From an optimization exercise on the open Yosys and OpenROAD flow, aimed at small area and a short achievable clock period; shortcuts taken in it are not production practice. Only simulation tests tie the RTL to the original design; equivalence was not proved. Power and IR drop assume default switching activity.

Design Dividor_Segmentado, start of the top module:
module Dividor_Segmentado #(
    parameter integer tamanyo = 32
) (
    input CLK, RSTa, Start,
    input logic [tamanyo-1:0] Num, Den,
    output logic Done,
    output logic [tamanyo-1:0] Coc, Res
);
For scale: roughly 2600 flip-flops, ~130 I/O pins, about 0.090 mm² of cells after synthesis.
clock: 6.0 ns
lec_check: 0
abc_area: 1
cap_margin: 30
core_margin: 2
core_utilization: 40
cts_cluster_diameter: 100
cts_cluster_size: 30
place_density: 0.72
setup_slack_margin: 3.6
slew_margin: 30
tns_end_percent: 5
run.sh (not shown) runs the stock make flow with config.mk's settings and CLKGATE_MAP_FILE= SYNTH_SCRIPT=/design/flow/synth_recipe.tcl, a recipe that flattens the netlist after the stock synthesis.
The baseline went through all stages and came out clean.
Edit:
--- a/flow/config.mk
+++ b/flow/config.mk
@@ -12,6 +12,5 @@
 export CTS_CLUSTER_DIAMETER = 100
 export CTS_CLUSTER_SIZE = 30
-export PLACE_DENSITY = 0.72
-export SETUP_SLACK_MARGIN = 3.6
+export SETUP_SLACK_MARGIN = 3.65
 export SLEW_MARGIN = 30
-export TNS_END_PERCENT = 5
+export TNS_END_PERCENT = 0
Effect: Wire length grows by roughly a tenth. Clock skew shrinks by 0.0034 ns. Critical path depth stays the same.

* * *

## willow
Starting RTL as in the previous note.
Design Dividor_Segmentado, start of the top module:
module Dividor_Segmentado #(
    parameter integer tamanyo = 32
) (
    input CLK, RSTa, Start,
    input logic [tamanyo-1:0] Num, Den,
    output logic Done,
    output logic [tamanyo-1:0] Coc, Res
);
Settings: LEC_CHECK=0, ABC_AREA=1, CAP_MARGIN=25, CORE_MARGIN=2, CORE_UTILIZATION=40, CTS_CLUSTER_DIAMETER=100, CTS_CLUSTER_SIZE=30, SETUP_SLACK_MARGIN=3.65, SLEW_MARGIN=25, TNS_END_PERCENT=0; clock period 6.0 ns.
Changes in raven relative to willow:
Settings: changing SLEW_MARGIN from 25 to 30; changing SETUP_SLACK_MARGIN from 3.65 to 3.6; removing TNS_END_PERCENT (formerly 0); changing CAP_MARGIN from 25 to 30.
raven went all the way through the flow, and no timing, DRC or antenna check failed. Note that the non-clock buffer count recorded for willow amounts to 0.868 times the value seen in raven. Compared to willow, the router laid down more metal wire for raven. From willow to raven the numbers moved as follows: slack of the critical path grew by 0.011 ns, sequential share of layout area shrank by 0.54 points. raven: clock share of power 0.7 points below willow. For placement-stage cell area, raven and willow come out practically identical. The fraction of the cycle the final worst path needs in raven sits 0.18 points below the value recorded for willow. Taking willow as the reference point, the total power after layout of raven rises by 760 uW. Sort raven and willow by overall fraction of global-route tracks in use asc -> top: willow. Re fraction of met2 tracks used by global routing: raven and willow aren't equal, and the lower value belongs to willow.
Inputs modified between raven and yarrow:
Settings: swapping 3.6 for 3.75 in SETUP_SLACK_MARGIN; putting TNS_END_PERCENT at 0 where nothing was set.
==> run summary <==
yarrow: first-iteration detailed-routing DRC count is 1.3% higher than what raven reported.
Compared with raven, in yarrow utilization moved down, critical path arrival lower, area after synthesis closely matched the old numbers.
Any difference in met3 wire length between yarrow and raven is small enough to ignore.
raven -> yarrow: global placer's final weighted congestion increased slightly
[compare] base=raven new=yarrow: antenna diode count shows an increase of 1, number of multi-input combinational cells in the layout was more or less identical.
Diff raven..yarrow | post-placement cell area | negligible
Here is what was changed in the inputs of violet compared with yarrow.
Settings: a change of SETUP_SLACK_MARGIN from 3.75 to 3.55.
--- outcome ---
Final area: violet and yarrow compared, higher one is yarrow. Register-to-register setup slack: violet < yarrow. violet vs yarrow: final instance count without filler cells down slightly. Comparing violet and yarrow, fraction of standard cell area that is sequential is higher on violet. Compared to yarrow, violet leaves more free space in the core. violet — area growth from synthesis to final layout 1.0 points lower, yarrow as reference. Count of cells resized by post-cts repair in violet is 5.6% above yarrow. On cell count after placement, violet and yarrow are basically level. | final cycle utilization of the critical path | lower: yarrow |.
The inputs of onyx differ from those of violet as listed below.
Settings: swapping 40 for 46 in CORE_UTILIZATION; swapping 3.55 for 3.65 in SETUP_SLACK_MARGIN.
==> comparison <==
- Of the two candidates, violet has the better total detailed-routing wirelength and onyx the worse one.
- Row die width: onyx lower / violet higher
- For onyx, the critical path startpoint was s29_dn[28], unlike violet, where it was s29_ci.
- Status: total power parity (onyx, violet)
- Max placer's final routability congestion estimate across violet and onyx: violet
- The global-route usage number comes out lower for violet vs onyx.

* * *

Another version of the RTL of Dividor_Segmentado (not shown whole).
Size in the first run: ~7300 cells after synthesis, about 2600 flip-flops, roughly 130 I/O pins, about 0.085 mm2 of cells after synthesis.
Settings: LEC_CHECK=0, CAP_MARGIN=20, CORE_MARGIN=2, CORE_UTILIZATION=40, CTS_CLUSTER_DIAMETER=100, CTS_CLUSTER_SIZE=30, SETUP_SLACK_MARGIN=3.0, SLEW_MARGIN=20; clock period 6.0 ns.
Edit:
Settings changed: ABC_AREA from default to 1, SETUP_SLACK_MARGIN 3.0 to 3.3.
After rerunning: Worst setup slack improved by 720 ps; total power rises by 0.77%; routed wire length goes up by 44%; cell area rises by 0.48%; synthesized area increases by 9.4%; die area increases by 9.3%; maximum frequency climbs by 27%; clock-buffer cell count goes up by 7; core utilization went down by 4.0 points; register-to-register slack is better by 720 ps.

* * *

RTL: one of the versions met above, not the one the previous note started from.
Size: roughly 11000 cells after synthesis, roughly 130 I/O pins, roughly 90000 um^2 of cells after synthesis.
Settings: LEC_CHECK=0, ABC_AREA=1, CAP_MARGIN=30, CORE_MARGIN=2, CORE_UTILIZATION=40, CTS_CLUSTER_DIAMETER=80, CTS_CLUSTER_SIZE=25, SETUP_SLACK_MARGIN=3.65, SLEW_MARGIN=30, TNS_END_PERCENT=0; clock period 6.0 ns.
The starting point went through all stages and came out clean.
Rerun with:
- CTS_CLUSTER_DIAMETER: 80 -> 100
- CTS_CLUSTER_SIZE: 25 -> 30
- SETUP_SLACK_MARGIN: 3.65 -> 3.6
- TNS_END_PERCENT: 0 -> 5
Effect: Register-to-register slack stays flat; clock power falls by about a fifth; utilization falls by 0.19 points; clock-buffer cell count falls by 43; global-route usage is about the same; clock skew rises by 0.029 ns; synthesized cell count stays the same; setup slack is better by 0.033 ns.

==> afterwards: timing with drivers on the ports <==
The results above use ideal ports. As a check the final layouts listed here were re-extracted and re-timed, cells and wires unchanged. Step 1 assumes that a clkbuf_16 drives the clock port and a buf_2 every other input. Step 2 adds t to the input delays and takes it off the output delays; t is the mean of the earliest and latest rising clock arrival at the registers after step 1. Input paths then give back, and output paths get back, about the clock's delay inside the block. Three values: no drivers, after step 1, after step 2; two values: the first two.
| run | shift t [ns] | slack for setup (ns) | pins driven straight from the clock port |
|---|---|---|---|
| the first run of note 1 | 0.855 | 3.399 / 3.327 / 2.738 | 1 |
| the second run of note 1 | 0.856 | 3.506 / 3.425 / 2.991 | 1 |
| willow | 0.835 | 3.500 / 3.445 / 3.002 | 1 |
| raven | 0.851 | 3.511 / 3.456 / 3.006 | 1 |
| yarrow | 0.856 | 3.506 / 3.425 / 2.991 | 1 |
| violet | 0.849 | 3.461 / 3.422 / 2.978 | 1 |
| onyx | 0.839 | 3.462 / 3.417 / 2.997 | 1 |
| the first run of note 3 | 0.853 | 2.601 / 2.601 / 2.601 | 1 |
| the second run of note 3 | 0.869 | 3.318 / 3.254 / 2.740 | 1 |
| the first run of note 4 | 0.890 | 3.480 / 3.400 / 2.977 | 1 |
| the second run of note 4 | 0.859 | 3.513 / 3.423 / 2.975 | 1 |
After both steps setup and hold are still met in every run listed. The setup slack of the first run of note 1, which loses most, moves by -0.072 ns with the drivers and by -0.661 ns with both steps.
